Source: an optimization exercise on an open RTL-to-GDS flow (aim: small area, a short achievable clock period and few clock cycles). Production flows keep margins and buffers that such runs may drop.
In this exercise RTL edits were held to simulation tests only and were not proved equivalent to the original.
No driver is modelled on the clock port, so clock power and skew are understated where the tree is cut down; a real chip needs a root buffer or a tree.

== the reference run ==
==> module alu19, before the edit <==
module alu19 (
    input             clk,
    input             rst,
    input             in_valid,
    output            in_ready,
    input      [3:0]  op,
    input      [18:0] a,
    input      [18:0] b,
    output reg        out_valid,
    output reg [18:0] result,
    output reg        zero,
    output reg        carry,
    output reg        overflow
);
    reg          ready_o;   
    reg          busy;      
    wire         ready = ~busy;
    reg          vq;        
    reg          first;     
    reg  [3:0]   opq;
    reg  [18:0]  A;         
    reg          as;        
    reg  [18:0]  B;         
    reg          bm;        
    reg  [4:0]   cnt;       
    assign in_ready = ready_o;
    wire is_mul = (opq == 4'd2);
    wire is_div = (opq == 4'd3);
    wire is_md  = is_mul | is_div;
    wire [18:0] res_in = first ? 19'd0 : result;
    wire [18:0] dn;
    wire [4:0]  lz;
    norm19 nrm (.v(B), .n(dn), .lz(lz));
    wire        b_zero = (B == 19'd0);
    wire        d_norm = first & ~B[18] & ~b_zero;
    wire [4:0]  cnt_in = first ? 5'd0 : cnt;
    wire        as_in  = ~first & as;
    wire        dsub   = ~as_in & ~d_norm;  
    wire       b_m1 = ~first & bm;
    wire       one0 = B[0] ^ b_m1;
    wire       two0 = (B[1] & ~B[0] & ~b_m1) | (~B[1] & B[0] & b_m1);
    wire       neg0 = B[1];
    wire       one1 = B[2] ^ B[1];
    wire       two1 = (B[3] & ~B[2] & ~B[1]) | (~B[3] & B[2] & B[1]);
    wire       neg1 = B[3];
    wire [18:0] a_m1 = {A[17:0], 1'b0};
    wire [18:0] row0 = (({19{one0}} & A) | ({19{two0}} & a_m1)) ^ {19{neg0}};
    wire [18:0] rw1  = (({19{one1}} & A) | ({19{two1}} & a_m1)) ^ {19{neg1}};
    wire [18:0] row1 = {rw1[16:0], neg1, neg1};
    wire [18:0] cs_s = res_in ^ row0 ^ row1;
    wire [18:0] cs_c = {(res_in[17:0] & row0[17:0]) | (res_in[17:0] & row1[17:0]) |
                        (row0[17:0] & row1[17:0]), neg1};
    reg  [18:0] x, y;
    reg         cin;
    always @(*) begin
        x = A; cin = 1'b0;
        case (opq)
            4'd0, 4'd6, 4'd7, 4'd8: y = B;
            4'd1:    begin y = ~B; cin = 1'b1; end
            4'd2:    begin x = cs_s; y = cs_c; cin = neg0; end
            4'd3:    begin y = (B & {19{~d_norm}}) ^ {19{dsub}}; cin = dsub; end
            4'd4:    begin y = 19'd0; cin = 1'b1; end
            default: y = 19'h7FFFF;
        endcase
    end
    wire [18:0] sum, pr, gn;
    wire        cout;
    add19 add (.x(x), .y(y), .cin(cin), .s(sum), .cout(cout), .p(pr), .g(gn));
    wire        ge = ~(as_in ^ dsub ^ cout);
    reg [18:0] r_next;
    always @(*) begin
        case (opq)
            4'd0, 4'd1, 4'd2, 4'd4, 4'd5: r_next = sum;
            4'd3:    r_next = (first & b_zero) ? 19'h7FFFF :
                              d_norm ? 19'd0 : {res_in[17:0], ge};
            4'd6:    r_next = gn;                
            4'd7:    r_next = gn | pr;           
            4'd8, 4'd9: r_next = pr;             
            default: r_next = 19'd0;
        endcase
    end
    wire c_add = (opq == 4'd0) & cout;
    wire v_add = (opq == 4'd0) & (A[18] == B[18]) & (sum[18] != A[18]);
    wire mul_done      = (B[18:3] == 0);
    wire mul_last_next = (B[18:7] == 0);
    wire div_done      = (first & b_zero) | (~d_norm & (cnt_in == 5'd0));
    wire div_last_next = ~d_norm & (cnt_in == 5'd1);
    wire md_done       = is_mul ? mul_done : div_done;
    wire fin = vq & (ready | md_done);
    always @(posedge clk) begin
        result   <= r_next;
        zero     <= (r_next == 19'd0);
        carry    <= c_add;
        overflow <= v_add;
        if (ready) begin
            opq   <= op;
            A     <= a;
            B     <= b;
            first <= 1'b1;
        end else begin
            first <= 1'b0;
            cnt   <= d_norm ? lz : cnt_in - 5'd1;
            bm    <= B[3];
            if (is_mul) begin
                A <= A << 4;
                B <= B >> 4;
            end else begin
                A  <= sum;                  
                as <= ~ge & ~d_norm;
                B  <= d_norm ? dn : B >> 1;
            end
        end
        if (rst) begin
            ready_o   <= 1'b1;
            busy      <= 1'b0;
            vq        <= 1'b0;
            out_valid <= 1'b0;
        end else begin
            out_valid <= fin;
            if (ready) begin
                vq    <= in_valid;
                ready_o <= ~(in_valid & (op[3:1] == 3'b001));
                busy    <= in_valid & (op[3:1] == 3'b001);
            end else begin
                vq    <= ~md_done;
                ready_o <= md_done | (is_mul ? mul_last_next : div_last_next);
                busy    <= ~(md_done | (is_mul ? mul_last_next : div_last_next));
            end
        end
    end
endmodule
==> flow/config.mk <==
export PLATFORM = sky130hd
export DESIGN_NAME = alu19
export DESIGN_NICKNAME = alu19
export VERILOG_FILES = /design/flow/design.v
export SDC_FILE = /design/flow/constraint.sdc
export NUM_CORES = 4
export LEC_CHECK = 0
export ABC_AREA = 1
export CAP_MARGIN = 0
export CORE_MARGIN = 2
export CORE_UTILIZATION = 40
export SLEW_MARGIN = 0
==> flow/constraint.sdc <==
create_clock -name core_clock -period 35.0 [get_ports {clk}]
set_input_delay 7.0000 -clock core_clock [delete_from_list [all_inputs] [get_ports {clk}]]
set_output_delay 7.0000 -clock core_clock [all_outputs]
set_load 0.01 [all_outputs]
standard.sh (not shown) runs the stock make flow with config.mk's settings and CLKGATE_MAP_FILE= SYNTH_SCRIPT=/design/flow/synth_recipe.tcl, a recipe that flattens the netlist after the stock synthesis.
==> flow/flow/run.sh <==
#!/bin/bash
set -euo pipefail
W=$(pwd)
P=${FLOW_PLATFORM:-sky130hd}
R=$W/orfs/results/$P/alu19/base
L=$W/orfs/logs/$P/alu19/base
LIB=$FLOW_HOME/platforms/$P/lib/sky130_fd_sc_hd__tt_025C_1v80.lib
YOSYS=$FLOW_HOME/../tools/install/yosys/bin/yosys
[[ -x $YOSYS ]] || YOSYS=yosys

# 1. standard synthesis
bash standard.sh synth > $W/log_1_standard_synth.txt 2>&1
cp $R/1_2_yosys.v $W/netlist_standard.v

# 2. re-map the combinational logic
python3 flow/lib2map.py $LIB > $W/cellmap.v
DONTUSE=$(grep -o -- '-dont_use [^ ]*' $L/1_2_yosys.log | sort -u | tr '\n' ' ')
ABCSCRIPT='+strash;&get,-n;&fraig,-x;&put;scorr;dc2;strash;&get,-n;&dch,-f;&put;dc2;strash;&get,-n;&dch,-f;&nf;&put;topo;upsize,-D,5500;dnsize,-D,5500'
cat > $W/reabc.ys <<YS
read_liberty -lib $LIB
read_verilog $W/netlist_standard.v
hierarchy -top $FLOW_TOP
techmap -map $W/cellmap.v
techmap
opt -fast
abc -liberty $LIB $DONTUSE -script $ABCSCRIPT
setundef -zero
splitnets
opt_clean -purge
hilomap -singleton -hicell sky130_fd_sc_hd__conb_1 HI -locell sky130_fd_sc_hd__conb_1 LO
insbuf -buf sky130_fd_sc_hd__buf_4 A X
opt_clean -purge
check -assert
stat -liberty $LIB
write_verilog -noattr -nohex -nodec $W/netlist_reabc.v
YS
$YOSYS -l $W/log_2_reabc.txt -q $W/reabc.ys > /dev/null 2>&1
# the registers must be the standard synthesis's, instance for instance
grep -E '^\s*sky130_fd_sc_hd__[a-z]*df' $W/netlist_standard.v | awk '{print $1, $2}' | sort > $W/regs_standard.txt
grep -E '^\s*sky130_fd_sc_hd__[a-z]*df' $W/netlist_reabc.v | awk '{print $1, $2}' | sort > $W/regs_reabc.txt
cmp $W/regs_standard.txt $W/regs_reabc.txt
cp $W/netlist_reabc.v $R/1_2_yosys.v
rm -f $R/1_synth.odb $R/1_synth.sdc

# 3. standard placement
export BUFFER_PORTS_ARGS="-buffer_cell sky130_fd_sc_hd__buf_1"
bash standard.sh place > $W/log_3_standard_place.txt 2>&1

# 4. clock buffers (flow/clock.tcl) in place of ORFS's CTS step
RESULTS=$R PLATFORM_DIR=$FLOW_HOME/platforms/$P openroad -no_init -exit flow/clock.tcl > $W/log_4_clock.txt 2>&1
cp $R/4_1_cts.odb $R/4_cts.odb
{ cat $R/3_place.sdc; echo "set_propagated_clock [all_clocks]"; } > $R/4_cts.sdc
touch $R/4_cts.odb $R/4_cts.sdc

# 5. the rest of the standard layout (routing and finishing)
bash standard.sh > $W/log_5_standard_layout.txt 2>&1
Other scripts of this flow, unchanged in this note and not shown: flow/flow/clock.tcl, flow/flow/lib2map.py
Testbench counts of the reference run, summed over its fixed seeds: cycles 40,988.
For the trial run, these inputs were changed with respect to the reference run:
diff --git a/flow/design.v b/flow/design.v
--- a/flow/design.v
+++ b/flow/design.v
@@ -79,11 +79,11 @@
     wire [18:0] dn;
     wire [4:0]  lz;
     norm19 nrm (.v(B), .n(dn), .lz(lz));
+    wire [18:0] d_in   = first ? dn : B;
     wire        b_zero = (B == 19'd0);
-    wire        d_norm = first & ~B[18] & ~b_zero;
-    wire [4:0]  cnt_in = first ? 5'd0 : cnt;
+    wire [4:0]  cnt_in = first ? lz : cnt;
     wire        as_in  = ~first & as;
-    wire        dsub   = ~as_in & ~d_norm;  
+    wire        dsub   = ~as_in;            
     wire       b_m1 = ~first & bm;
     wire       one0 = B[0] ^ b_m1;
     wire       two0 = (B[1] & ~B[0] & ~b_m1) | (~B[1] & B[0] & b_m1);
@@ -106,7 +106,7 @@
             4'd0, 4'd6, 4'd7, 4'd8: y = B;
             4'd1:    begin y = ~B; cin = 1'b1; end
             4'd2:    begin x = cs_s; y = cs_c; cin = neg0; end
-            4'd3:    begin y = (B & {19{~d_norm}}) ^ {19{dsub}}; cin = dsub; end
+            4'd3:    begin y = d_in ^ {19{dsub}}; cin = dsub; end
             4'd4:    begin y = 19'd0; cin = 1'b1; end
             default: y = 19'h7FFFF;
         endcase
@@ -119,8 +119,7 @@
     always @(*) begin
         case (opq)
             4'd0, 4'd1, 4'd2, 4'd4, 4'd5: r_next = sum;
-            4'd3:    r_next = (first & b_zero) ? 19'h7FFFF :
-                              d_norm ? 19'd0 : {res_in[17:0], ge};
+            4'd3:    r_next = (first & b_zero) ? 19'h7FFFF : {res_in[17:0], ge};
             4'd6:    r_next = gn;                
             4'd7:    r_next = gn | pr;           
             4'd8, 4'd9: r_next = pr;             
@@ -131,8 +130,8 @@
     wire v_add = (opq == 4'd0) & (A[18] == B[18]) & (sum[18] != A[18]);
     wire mul_done      = (B[18:3] == 0);
     wire mul_last_next = (B[18:7] == 0);
-    wire div_done      = (first & b_zero) | (~d_norm & (cnt_in == 5'd0));
-    wire div_last_next = ~d_norm & (cnt_in == 5'd1);
+    wire div_done      = (first & b_zero) | (cnt_in == 5'd0);
+    wire div_last_next = (cnt_in == 5'd1);
     wire md_done       = is_mul ? mul_done : div_done;
     wire fin = vq & (ready | md_done);
     always @(posedge clk) begin
@@ -147,15 +146,15 @@
             first <= 1'b1;
         end else begin
             first <= 1'b0;
-            cnt   <= d_norm ? lz : cnt_in - 5'd1;
+            cnt   <= cnt_in - 5'd1;
             bm    <= B[3];
             if (is_mul) begin
                 A <= A << 4;
                 B <= B >> 4;
             end else begin
-                A  <= sum;                  
-                as <= ~ge & ~d_norm;
-                B  <= d_norm ? dn : B >> 1;
+                A  <= sum;
+                as <= ~ge;
+                B <= d_in >> 1;
             end
         end
         if (rst) begin
[summary]
Period utilization on the trial run is up relative to the reference run. The most common library cell in the layout ignoring fill and taps comes out sky130_fd_sc_hd__nand2_1 in one run and sky130_fd_sc_hd__o21ai_0 in the other, namely in the reference run and the trial run respectively. Changes observed in the trial run relative to the reference run: global-route wire length before repair moved up, global placer's final weighted congestion up about 2.6%, utilization shrank by 0.57 points, routing usage on met1 now larger. Looking at total routing resource utilization after global routing across the trial run and the reference run, the one that comes out higher is the trial run. Diff the reference run -> the trial run: accumulated negative setup slack flat, total placed instance area up 2.8%, number of fill cells in the layout saw an increase, post-route minimum period rose by 0.098 ns, pre-CTS setup slack has increased. Between the trial run and the reference run, smallest hold slack is lower for the trial run, the reference run comes in above that.
Testbench counts of the trial run, summed over its fixed seeds: cycles 39,688.
In every run of this note, the design's own scripts or RTL, not TritonCTS, make the clock network.

[separate check: timing with driven ports]
In the flow no input, the clock included, has a driving cell. The finished layouts below were timed again as built, in two steps.
Step 1 (the two cells are an assumption about what drives the block):
set clk [get_ports {clk}]
set_driving_cell -lib_cell sky130_fd_sc_hd__clkbuf_16 $clk
set_driving_cell -lib_cell sky130_fd_sc_hd__buf_2 [delete_from_list [all_inputs] $clk]
Step 2 adds t to the input delays and takes it off the output delays; t is the mean of the earliest and latest rising clock arrival at the registers after step 1. Input paths then give back, and output paths get back, about the clock's delay inside the block.
Three values: no drivers, after step 1, after step 2; two values: the first two.
run	t, ns	setup WS [ns]	slew at the worst register clock pin (ns)
the reference run	0.233	27.331 / 27.247 / 27.265	0.09 / 0.09
the trial run	0.230	27.233 / 27.233 / 27.233	0.10 / 0.10
After both steps every run listed still meets setup and hold. For the reference run, which loses most, drivers alone change the setup slack by -0.084 ns; drivers and shift together by -0.066 ns.
